This design comes from an exercise in tuning for small area, a short achievable clock period and few clock cycles per item on the open sky130 flow, not from production work.
Only simulation tests tie the RTL to the original design; equivalence was not proved.

==> inputs of trial 32 <==
## fp_top
module fp_top
#(
    parameter fp_pkg::fp_format_e  FP_FORMAT   = fp_pkg::FP32,
    parameter fp_pkg::int_format_e INT_FORMAT  = fp_pkg::INT32,
    parameter logic        RISCV_MODE  = 1'b0
)
(
    input clk_i,
    input rst_i,
    input start_i,
    output logic ready_o,
    input [63:0] a_i,
    input [63:0] b_i,
    input [63:0] c_i,
    input fp_pkg::roundmode_e rnd_i,
    input fp_pkg::float_op_e op_i,
    input [1:0] op_modify_i,
    output logic [63:0] result_o,
    output logic valid_o,
    output fp_pkg::status_t flags_o
);
==> flow/config.mk <==
export PLATFORM = sky130hd
export DESIGN_NAME = fp_top
export DESIGN_NICKNAME = fp_top
export VERILOG_FILES = /design/flow/design.v
export SDC_FILE = /design/flow/constraint.sdc
export NUM_CORES = 8
export LEC_CHECK = 0
export CAP_MARGIN = 20
export CORE_MARGIN = 2
export CORE_UTILIZATION = 40
export SETUP_SLACK_MARGIN = 5
export SLEW_MARGIN = 20
export SYNTH_HIERARCHICAL = 1
export SYNTH_MINIMUM_KEEP_SIZE = 200
==> flow/constraint.sdc <==
create_clock -name core_clock -period 20.0 [get_ports {clk_i}]
set_input_delay 4.0000 -clock core_clock [delete_from_list [all_inputs] [get_ports {clk_i}]]
set_output_delay 4.0000 -clock core_clock [all_outputs]
set_load 0.01 [all_outputs]
standard.sh (not shown) runs the stock make flow with config.mk's settings and CLKGATE_MAP_FILE= SYNTH_SCRIPT=/design/flow/synth_recipe.tcl, a recipe that flattens the netlist after the stock synthesis.
==> flow/flow/run.sh <==
#!/bin/bash
set -euo pipefail
bash standard.sh SETUP_SLACK_MARGIN=8 finish > flow_make.log 2>&1
==> trial 24: changes against trial 32 <==
--- a/flow/design.v
+++ b/flow/design.v
@@ -658,31 +658,33 @@
     else if($signed(stickyindex) > $signed(MANT_WIDTH))
         new_stickybit = compressed_mant[MANT_WIDTH];
     else
         new_stickybit = compressed_mant[stickyindex];
 assign rnd_result_o.result = out_o;
 assign rnd_result_o.flags = flags_o;
 endmodule
 module fp_add_head
+#(
+    parameter fp_pkg::fp_format_e FP_FORMAT = fp_pkg::FP32
+)
 (
     input  [31:0] a_i,
     input  [31:0] b_i,
     input         sub_i,
     input  fp_pkg::roundmode_e rnd_i,
     output logic [31:0] spec_o,      
     output logic [1:0]  sel_o,       
     output logic        sign_o,
     output logic [28:0] urpr_mant_o,
     output logic [7:0]  urpr_exp_o,
     output logic [4:0]  shamt_o,
     output logic        sticky_o,
     output logic        invalid_o
 );
-localparam fp_pkg::fp_format_e FP_FORMAT = fp_pkg::FP32;
 localparam int unsigned FP_WIDTH   = fp_pkg::fp_width(FP_FORMAT);
 localparam int unsigned EXP_WIDTH  = fp_pkg::exp_bits(FP_FORMAT);
 localparam int unsigned MANT_WIDTH = fp_pkg::man_bits(FP_FORMAT);
 localparam R_IND = {1'b1, {EXP_WIDTH{1'b1}}, 1'b1, {MANT_WIDTH-1{1'b0}}};
 function logic sign(input logic [FP_WIDTH-1:0] val);
     sign = val[FP_WIDTH-1];
 endfunction
 function logic [EXP_WIDTH-1:0] exp(input logic [FP_WIDTH-1:0] val);
@@ -1020,24 +1022,26 @@
 assign urnd.u_result = result_o;
 assign urnd.rs = rs_o;
 assign urnd.round_en = round_en_o;
 assign urnd.invalid = invalid_i;
 assign urnd.exp_cout = exp_cout_o;
 assign urnd_result_o = urnd;
 endmodule
 module fp_mul_head
+#(
+    parameter fp_pkg::fp_format_e FP_FORMAT = fp_pkg::FP32
+)
 (
     input  [31:0] a_i,
     input  [31:0] b_i,
-    output logic [47:0] prod_o,      
-    output logic [9:0]  expa_o,      
-    output logic [9:0]  expb_o       
+    output logic [47:0] prod_o,
+    output logic [5:0]  shamt_o,
+    output logic [9:0]  uexp_o
 );
-localparam fp_pkg::fp_format_e FP_FORMAT = fp_pkg::FP32;
 localparam int unsigned FP_WIDTH   = fp_pkg::fp_width(FP_FORMAT);
 localparam int unsigned EXP_WIDTH  = fp_pkg::exp_bits(FP_FORMAT);
 localparam int unsigned MANT_WIDTH = fp_pkg::man_bits(FP_FORMAT);
 localparam int unsigned BIAS       = (2**(EXP_WIDTH-1)-1);
 function logic sign(input logic [FP_WIDTH-1:0] val);
     sign = val[FP_WIDTH-1];
 endfunction
 function logic [EXP_WIDTH-1:0] exp(input logic [FP_WIDTH-1:0] val);
@@ -1122,48 +1126,41 @@
 fp_encoding_t a_decoded;
 fp_encoding_t b_decoded;
 assign a_decoded = a_i;
 assign b_decoded = b_i;
 fp_pkg::fp_info_t a_info;
 fp_pkg::fp_info_t b_info;
 assign a_info = fp_info(a_i);
 assign b_info = fp_info(b_i);
-logic [MANT_WIDTH:0] ma;
-logic [MANT_WIDTH:0] mb;
-assign ma = {a_info.is_normal, a_decoded.mant};
-assign mb = {b_info.is_normal, b_decoded.mant};
-logic [4:0] la;
-logic [4:0] lb;
-logic za;
-logic zb;
-lzc #(.WIDTH(MANT_WIDTH+1)) lzc_a (.a_i(ma), .cnt_o(la), .zero_o(za));
-lzc #(.WIDTH(MANT_WIDTH+1)) lzc_b (.a_i(mb), .cnt_o(lb), .zero_o(zb));
-logic [MANT_WIDTH:0] ma_n;
-logic [MANT_WIDTH:0] mb_n;
-assign ma_n = ma << la;
-assign mb_n = mb << lb;
-assign prod_o = ma_n * mb_n;
+logic [2*MANT_WIDTH + 1:0] urpr_mant;
 logic [EXP_WIDTH + 1:0] urpr_exp;
-logic [EXP_WIDTH + 1:0] uexp_n;
 assign urpr_exp = (a_decoded.exp + b_decoded.exp) - ((a_info.is_subnormal | b_info.is_subnormal) ? BIAS-1 : BIAS );
-assign uexp_n = urpr_exp - (la + lb);
-assign expa_o = (za | zb) ? urpr_exp : uexp_n;
-assign expb_o = (za | zb) ? urpr_exp : uexp_n + 1'b1;
+assign urpr_mant = {a_info.is_normal, a_decoded.mant} * {b_info.is_normal, b_decoded.mant};
+logic [$clog2(FP_WIDTH):0] shamt;
+lzc #(.WIDTH(2*MANT_WIDTH+1)) lzc_inst
+(
+    .a_i(urpr_mant[2*MANT_WIDTH:0]),
+    .cnt_o(shamt),
+    .zero_o()
+);
+assign prod_o = urpr_mant;
+assign shamt_o = shamt;
+assign uexp_o = urpr_exp;
 endmodule
 module fp_mul_tail
 #(
     parameter fp_pkg::fp_format_e FP_FORMAT = fp_pkg::FP32
 )
 (
     input  [31:0] a_i,
     input  [31:0] b_i,
     input  [47:0] prod_i,
-    input  [9:0]  expa_i,
-    input  [9:0]  expb_i,
+    input  [5:0]  shamt_i,
+    input  [9:0]  uexp_i,
     output logic [38:0] urnd_result_o
 );
 localparam int unsigned FP_WIDTH   = fp_pkg::fp_width(FP_FORMAT);
 localparam int unsigned EXP_WIDTH  = fp_pkg::exp_bits(FP_FORMAT);
 localparam int unsigned MANT_WIDTH = fp_pkg::man_bits(FP_FORMAT);
 localparam int unsigned BIAS       = (2**(EXP_WIDTH-1)-1);
 localparam INF   = {{EXP_WIDTH{1'b1}}, {MANT_WIDTH{1'b0}}};
 localparam R_IND = {1'b1, {EXP_WIDTH{1'b1}}, 1'b1, {MANT_WIDTH-1{1'b0}}};
@@ -1251,29 +1248,33 @@
 } uround_res_fma_t;
 uround_res_t urnd;
 fp_encoding_t result_o;
 logic [1:0] rs_o;
 logic round_en_o;
 logic invalid_o;
 logic [1:0] exp_cout_o;
 logic urpr_s;
-logic [2*MANT_WIDTH + 1:0] prod_n;
+logic [2*MANT_WIDTH + 1:0] urpr_mant;
+logic [EXP_WIDTH + 1:0] urpr_exp;
+logic [$clog2(FP_WIDTH):0] shamt;
 logic sign_o;
 logic [EXP_WIDTH-1:0] exp_o;
 logic [MANT_WIDTH-1:0] mant_o;
 fp_encoding_t a_decoded;
 fp_encoding_t b_decoded;
 assign a_decoded = a_i;
 assign b_decoded = b_i;
 fp_pkg::fp_info_t a_info;
 fp_pkg::fp_info_t b_info;
 assign a_info = fp_info(a_i);
 assign b_info = fp_info(b_i);
-assign prod_n = prod_i;
+assign urpr_mant = prod_i;
+assign urpr_exp = uexp_i;
+assign shamt = shamt_i;
 always_comb
 begin
     round_en_o = 1'b0;
 	result_o = 0;
     if(a_info.is_nan)
     begin
         result_o.sign = a_decoded.sign;
         result_o.mant = {1'b1, a_decoded.mant[MANT_WIDTH-2:0]};
@@ -1304,37 +1305,39 @@
         end
     else if(a_info.is_zero)
         if(b_info.is_inf)
             result_o = R_IND;
         else
             result_o = {sign_o, {FP_WIDTH-1{1'b0}}};
 end
 assign urpr_s = a_decoded.sign ^ b_decoded.sign;
+logic [2*MANT_WIDTH + 1:0] shifted_mant_norm;
+assign shifted_mant_norm = urpr_mant << shamt;
 assign sign_o = urpr_s;
-assign {exp_cout_o, exp_o} = prod_n[2*MANT_WIDTH + 1] ? expb_i : expa_i;
-assign mant_o = prod_n[2*MANT_WIDTH + 1] ? prod_n[2*MANT_WIDTH -: MANT_WIDTH] : prod_n[2*MANT_WIDTH - 1 -: MANT_WIDTH];
-assign rs_o[1] = prod_n[2*MANT_WIDTH + 1] ? prod_n[MANT_WIDTH] : prod_n[MANT_WIDTH - 1];
-assign rs_o[0] = prod_n[2*MANT_WIDTH + 1] ? |prod_n[MANT_WIDTH-1:0] : |prod_n[MANT_WIDTH - 2:0];
+assign {exp_cout_o, exp_o} = urpr_mant[2*MANT_WIDTH + 1] ? urpr_exp + 1'b1 : urpr_exp - shamt;
+assign mant_o = urpr_mant[2*MANT_WIDTH + 1] ? urpr_mant[2*MANT_WIDTH -: MANT_WIDTH] : shifted_mant_norm[2*MANT_WIDTH - 1 -: MANT_WIDTH];
+assign rs_o[1] = urpr_mant[2*MANT_WIDTH + 1] ? urpr_mant[MANT_WIDTH] : shifted_mant_norm[MANT_WIDTH - 1];
+assign rs_o[0] = urpr_mant[2*MANT_WIDTH + 1] ? |urpr_mant[MANT_WIDTH-1:0] : |shifted_mant_norm[MANT_WIDTH - 2:0];
 assign invalid_o = a_info.is_signalling | b_info.is_signalling | ((a_info.is_zero & b_info.is_inf) | (a_info.is_inf & b_info.is_zero));
 assign urnd.u_result =  result_o;
 assign urnd.rs =  rs_o;
 assign urnd.round_en =  round_en_o;
 assign urnd.invalid =  invalid_o;
 assign urnd.exp_cout =  exp_cout_o;
 assign urnd_result_o = urnd;
 endmodule
 module fp_fma_s2
 #(
     parameter fp_pkg::fp_format_e FP_FORMAT = fp_pkg::FP32
 )
 (
     input  [47:0] prod_i,
-    input  [9:0]  expa_i,
-    input  [9:0]  expb_i,
+    input  [5:0]  shamt_i,
+    input  [9:0]  uexp_i,
     input  [31:0] a_i,           
     input  [31:0] b_i,
     input  [31:0] c_i,
     input         sub_i,
     input  fp_pkg::roundmode_e rnd_i,
     output logic        fsel_o,        
     output logic [31:0] fspec_o,
     output logic        invalid_o,
@@ -1456,17 +1459,18 @@
 assign b_info = fp_info(b_i);
 assign c_info = fp_info(c_i);
 localparam int unsigned MANT_WIDTH_ADDER = 2*MANT_WIDTH + 2;
 localparam int unsigned FP_WIDTH_ADDER = 1 + EXP_WIDTH + MANT_WIDTH_ADDER;
 fp_encoding_t mul_result;
 logic mul_round_en;
 logic [1:0] mul_exp_cout;
 logic mul_urpr_s;
-logic [2*MANT_WIDTH + 1:0] prod_n;
+logic [2*MANT_WIDTH + 1:0] mul_urpr_mant;
+logic [EXP_WIDTH + 1:0] mul_urpr_exp;
 logic mul_sign;
 logic [EXP_WIDTH-1:0] mul_exp;
 logic [2*MANT_WIDTH + 1:0] mul_norm_mant;
 logic [FP_WIDTH_ADDER-1:0] joined_mul_result;
 always_comb
 begin
     mul_round_en = 1'b0;
 	mul_result = 0;
@@ -1498,20 +1502,25 @@
         end
     else if(a_info.is_zero)
         if(b_info.is_inf)
             mul_result = R_IND;
         else
             mul_result = {mul_sign, {FP_WIDTH-1{1'b0}}};
 end
 assign mul_urpr_s = a_decoded.sign ^ b_decoded.sign;
-assign prod_n = prod_i;
+assign mul_urpr_exp = uexp_i;
+assign mul_urpr_mant = prod_i;
+logic [2*MANT_WIDTH + 1:0] mul_shifted_mant_norm;
+logic [$clog2(FP_WIDTH):0] mul_shamt;
+assign mul_shamt = shamt_i;
+assign mul_shifted_mant_norm = mul_urpr_mant << mul_shamt;
 assign mul_sign = mul_urpr_s;
-assign {mul_exp_cout, mul_exp} = prod_n[2*MANT_WIDTH + 1] ? expb_i : expa_i;
-assign mul_norm_mant = prod_n[2*MANT_WIDTH + 1] ? {prod_n[2*MANT_WIDTH : 0],1'b0} : {prod_n[2*MANT_WIDTH - 1 : 0],2'b0};
+assign {mul_exp_cout, mul_exp} = mul_urpr_mant[2*MANT_WIDTH + 1] ? mul_urpr_exp + 1'b1 : mul_urpr_exp - mul_shamt;
+assign mul_norm_mant = mul_urpr_mant[2*MANT_WIDTH + 1] ? {mul_urpr_mant[2*MANT_WIDTH : 0],1'b0} : {mul_shifted_mant_norm[2*MANT_WIDTH - 1 : 0],2'b0};
 logic [EXP_WIDTH-1:0] mul_uexp;
 logic [2*MANT_WIDTH + 1:0] mul_umant;
 logic mul_round_out;
 logic [EXP_WIDTH-1:0] mul_denorm_shift;
 assign mul_denorm_shift = $signed(0)-$signed({mul_exp_cout,mul_result.exp});
 always_comb
 begin
     mul_uexp = {EXP_WIDTH{1'b0}};
@@ -2056,23 +2065,18 @@
 assign mant_lt = (a_decoded.mant < b_decoded.mant);
 assign lt = exp_lt | (exp_eq & mant_lt);
 assign exp_diff = lt? (b_decoded.exp - a_decoded.exp)
                     : (a_decoded.exp - b_decoded.exp);
 assign shifted_mant = lt? ({{a_info.is_normal | a_info.is_nan | a_info.is_inf, a_decoded.mant},{fp_pkg::GUARD_BITS{1'b0}}} >> (denormalA ? exp_diff - 1 : exp_diff))
                         : ({{b_info.is_normal, b_decoded.mant},{fp_pkg::GUARD_BITS{1'b0}}} >> (denormalB ? exp_diff - 1 : exp_diff));
 assign bigger_mant = lt? {b_info.is_normal, b_decoded.mant} : {a_info.is_normal | a_info.is_nan | a_info.is_inf, a_decoded.mant};
 assign urpr_s = lt? sub_i ^ b_decoded.sign : a_decoded.sign;
-fma_addsub fma_addsub_inst
-(
-    .x_i({1'b0, bigger_mant,{fp_pkg::GUARD_BITS{1'b0}},1'b0}),
-    .y_i({1'b0,shifted_mant,stickybit}),
-    .sub_i(a_decoded.sign ^ (sub_i ^ b_decoded.sign)),
-    .s_o(urpr_mant)
-);
+assign urpr_mant = (a_decoded.sign ^ (sub_i ^ b_decoded.sign))? ({1'b0, bigger_mant,{fp_pkg::GUARD_BITS{1'b0}},1'b0} - {1'b0,shifted_mant,stickybit})
+                                                            : ({1'b0, bigger_mant,{fp_pkg::GUARD_BITS{1'b0}},1'b0} + {1'b0,shifted_mant,stickybit});
 assign urpr_exp = lt? b_decoded.exp : a_decoded.exp;
 logic [$clog2(FP_WIDTH)-1:0] shamt;
 lzc #(.WIDTH(MANT_WIDTH+fp_pkg::GUARD_BITS)) lzc_inst
 (
     .a_i(urpr_mant[MANT_WIDTH + fp_pkg::GUARD_BITS + 1 : fp_pkg::GUARD_BITS - 1]),
     .cnt_o(shamt),
     .zero_o()
 );
@@ -2095,51 +2099,16 @@
         stickybit = compressed_mant[stickyindex];
 assign invalid_o = a_info.is_signalling | b_info.is_signalling | ((a_decoded.sign ^ (sub_i ^ b_decoded.sign)) & a_info.is_inf & b_info.is_inf);
 assign sign_o = urpr_s;
 assign urpr_mant_o = urpr_mant;
 assign urpr_exp_o = urpr_exp;
 assign shamt_o = shamt;
 assign sticky_o = stickybit;
 endmodule
-module fma_addsub
-(
-    input  [53:0] x_i,
-    input  [53:0] y_i,
-    input         sub_i,
-    output [53:0] s_o
-);
-localparam int W = 54;
-localparam int L = $clog2(W);
-logic [W-1:0] yy;
-logic [W-1:0] p0;
-logic [W-1:0] g0;
-assign yy = y_i ^ {W{sub_i}};
-assign p0 = x_i ^ yy;
-assign g0 = x_i & yy;
-logic [W-1:0] p [0:L];
-logic [W-1:0] g [0:L];
-assign p[0] = p0;
-assign g[0] = {g0[W-1:1], g0[0] | (p0[0] & sub_i)};
-genvar l, j;
-generate
-    for (l = 0; l < L; l++) begin : g_lvl
-        for (j = 0; j < W; j++) begin : g_bit
-            if (j >= (1 << l)) begin : g_op
-                assign g[l+1][j] = g[l][j] | (p[l][j] & g[l][j - (1 << l)]);
-                assign p[l+1][j] = p[l][j] & p[l][j - (1 << l)];
-            end else begin : g_pass
-                assign g[l+1][j] = g[l][j];
-                assign p[l+1][j] = p[l][j];
-            end
-        end
-    end
-endgenerate
-assign s_o = p0 ^ {g[L][W-2:0], sub_i};
-endmodule
 module fp_div
 #(
     parameter fp_pkg::fp_format_e FP_FORMAT = fp_pkg::FP32,
     parameter int DIV_S = 6
 )
 (
     clk_i,
     reset_i,
@@ -3708,17 +3677,17 @@
 logic [31:0] add_spec;
 logic [1:0]  add_sel;
 logic        add_sign;
 logic [28:0] add_urpr_mant;
 logic [7:0]  add_urpr_exp;
 logic [4:0]  add_shamt;
 logic        add_sticky;
 logic        add_invalid;
-fp_add_head fp_add_head_inst
+fp_add_head #(.FP_FORMAT(FP_FORMAT)) fp_add_head_inst
 (
     .a_i(a_fp),
     .b_i(b_fp),
     .sub_i(op_modify_i == 2'b01),
     .rnd_i(rnd_i),
     .spec_o(add_spec),
     .sel_o(add_sel),
     .sign_o(add_sign),
@@ -3759,50 +3728,50 @@
     .invalid_i(add_invalid_q),
     .urnd_result_o(add_urnd_result)
 );
 logic mul_done;
 assign mul_done = mul_start;
 logic [FP_WIDTH-1:0] m_a_fp;
 assign m_a_fp = {a_fp[FP_WIDTH-1] ^ ((op_i == fp_pkg::FMADD) & op_modify_i[1]), a_fp[FP_WIDTH-2:0]};
 logic [47:0] m_prod;
-logic [9:0]  m_expa;
-logic [9:0]  m_expb;
-fp_mul_head fp_mul_head_inst
+logic [5:0]  m_shamt;
+logic [9:0]  m_uexp;
+fp_mul_head #(.FP_FORMAT(FP_FORMAT)) fp_mul_head_inst
 (
     .a_i(m_a_fp),
     .b_i(b_fp),
     .prod_o(m_prod),
-    .expa_o(m_expa),
-    .expb_o(m_expb)
+    .shamt_o(m_shamt),
+    .uexp_o(m_uexp)
 );
 logic [47:0] m_prod_q;
-logic [9:0]  m_expa_q;
-logic [9:0]  m_expb_q;
+logic [5:0]  m_shamt_q;
+logic [9:0]  m_uexp_q;
 logic [31:0] m_a_q;
 logic [31:0] m_b_q;
 logic [31:0] m_c_q;
 logic        m_sub_q;
 always_ff @(posedge clk_i) begin
     m_prod_q  <= m_prod;
-    m_expa_q  <= m_expa;
-    m_expb_q  <= m_expb;
+    m_shamt_q <= m_shamt;
+    m_uexp_q  <= m_uexp;
     m_a_q     <= m_a_fp;
     m_b_q     <= b_fp;
     m_c_q     <= c_fp;
     m_sub_q   <= op_modify_i[0];
 end
 uround_res_t mul_urnd_result;
 fp_mul_tail #(.FP_FORMAT(FP_FORMAT)) fp_mul_tail_inst
 (
     .a_i(m_a_q),
     .b_i(m_b_q),
     .prod_i(m_prod_q),
-    .expa_i(m_expa_q),
-    .expb_i(m_expb_q),
+    .shamt_i(m_shamt_q),
+    .uexp_i(m_uexp_q),
     .urnd_result_o(mul_urnd_result)
 );
 logic        f_fsel;
 logic [31:0] f_fspec;
 logic        f_invalid;
 logic        f_msticky;
 logic        f_asel_add;
 logic        f_asel_sub;
@@ -3816,18 +3785,18 @@
 logic        f_asign;
 logic [53:0] f_aurpr_mant;
 logic [7:0]  f_aurpr_exp;
 logic [5:0]  f_ashamt;
 logic        f_asticky;
 fp_fma_s2 #(.FP_FORMAT(FP_FORMAT)) fp_fma_s2_inst
 (
     .prod_i(m_prod_q),
-    .expa_i(m_expa_q),
-    .expb_i(m_expb_q),
+    .shamt_i(m_shamt_q),
+    .uexp_i(m_uexp_q),
     .a_i(m_a_q),
     .b_i(m_b_q),
     .c_i(m_c_q),
     .sub_i(m_sub_q),
     .rnd_i(fma_rnd_q),
     .fsel_o(f_fsel),
     .fspec_o(f_fspec),
     .invalid_o(f_invalid),
==> flow/run.sh (new file) <==
#!/bin/bash
# synth_recipe.tcl (not shown) runs the flow's synth.tcl, then flattens the netlist and writes it again
# the make line also repeats each setting of config.mk as NAME=value (left out here)
make -C /OpenROAD-flow-scripts/flow DESIGN_CONFIG=/design/flow/config.mk WORK_HOME=/design/flow/orfs CLKGATE_MAP_FILE= SYNTH_SCRIPT=/design/flow/synth_recipe.tcl finish
- SETUP_SLACK_MARGIN: 5 -> 1.0
- SYNTH_HIERARCHICAL: 1 -> not set
- SYNTH_MINIMUM_KEEP_SIZE: 200 -> not set
removed: flow/flow/run.sh
removed: flow/standard.sh
==> build 54: changes against trial 32 <==
==> flow/run.sh (new file) <==
#!/bin/bash
# synth_recipe.tcl (not shown) runs the flow's synth.tcl, then flattens the netlist and writes it again
# the make line also repeats each setting of config.mk as NAME=value (left out here)
make -C /OpenROAD-flow-scripts/flow DESIGN_CONFIG=/design/flow/config.mk WORK_HOME=/design/flow/orfs CLKGATE_MAP_FILE= SYNTH_SCRIPT=/design/flow/synth_recipe.tcl finish
removed: flow/flow/run.sh
removed: flow/standard.sh
==> comparison table <==
metric	trial 32	trial 24	build 54
Status	timing/DRC/antenna clean	timing/DRC/antenna clean	timing/DRC/antenna clean
Met3 GRT Util	0.111	0.0792	0.0921
Worst EP arrival	9.53 ns	19.12 ns	15.33 ns
Worst path bufs/invs	15	11	6
Skew final	0.0839 ns	0.125 ns	0.0465 ns
Worst-case hold path end point	fp_div_inst.int_div_inst.p_q[6]	fp_div_inst.int_div_inst.p_q[25]	fp_div_inst.int_div_inst.p_q[12]
Hold_sp	fp_div_inst.int_div_inst.p_q[0]	fp_div_inst.int_div_inst.p_q[19]	fp_div_inst.int_div_inst.p_q[6]
Crit path setup slack, layout	6.47 ns	1.65 ns	5.28 ns
Worst setup EP type	primary output	register	register
Depth of the most critical reg-to-reg path	58	76	60
Type of the worst setup path	register to primary output	register to register	primary input to register
Multi-input logic area	0.100 mm2	0.0904 mm2	0.0930 mm2
Worst reg-to-reg setup slack	6.49 ns	1.65 ns	5.46 ns
FF+latch area	0.0157 mm2	0.0156 mm2	0.0157 mm2
Initial antenna violation count	51	55	47
Testbench counts of trial 32, summed over its fixed seeds: cycles 38,356, ops 24,000.
Testbench counts of trial 24, summed over its fixed seeds: cycles 38,356, ops 24,000.
Testbench counts of build 54, summed over its fixed seeds: cycles 38,356, ops 24,000.

-- what the ideal ports hide --
The results above use ideal ports. As a check the final layouts listed here were re-extracted and re-timed, cells and wires unchanged.
Step 1 (the two cells are an assumption about what drives the block):
set clk [get_ports {clk_i}]
set_driving_cell -lib_cell sky130_fd_sc_hd__clkbuf_16 $clk
set_driving_cell -lib_cell sky130_fd_sc_hd__buf_2 [delete_from_list [all_inputs] $clk]
Step 2, shift: input delay + t, output delay - t, t = (earliest + latest rising clock arrival at the registers) / 2. This alone moves slack from input paths to output paths.
Slacks: ideal / step 1 / step 2; pairs: ideal / step 1.
run	shift t [ns]	setup WS [ns]	latest minus earliest clock arrival (ns)	worst slew at a driven data input, ns	pins driven straight from the clock port
trial 32	0.915	6.468 / 6.365 / 6.373	0.092 / 0.092	0.13	1
trial 24	0.955	1.655 / 1.655 / 1.655	0.131 / 0.131	0.16	1
build 54	0.843	5.285 / 5.365 / 4.522	0.051 / 0.051	0.11	1
After both steps setup and hold are still met in every run listed. For build 54, which loses most, drivers alone change the setup slack by +0.080 ns; drivers and shift together by -0.763 ns.
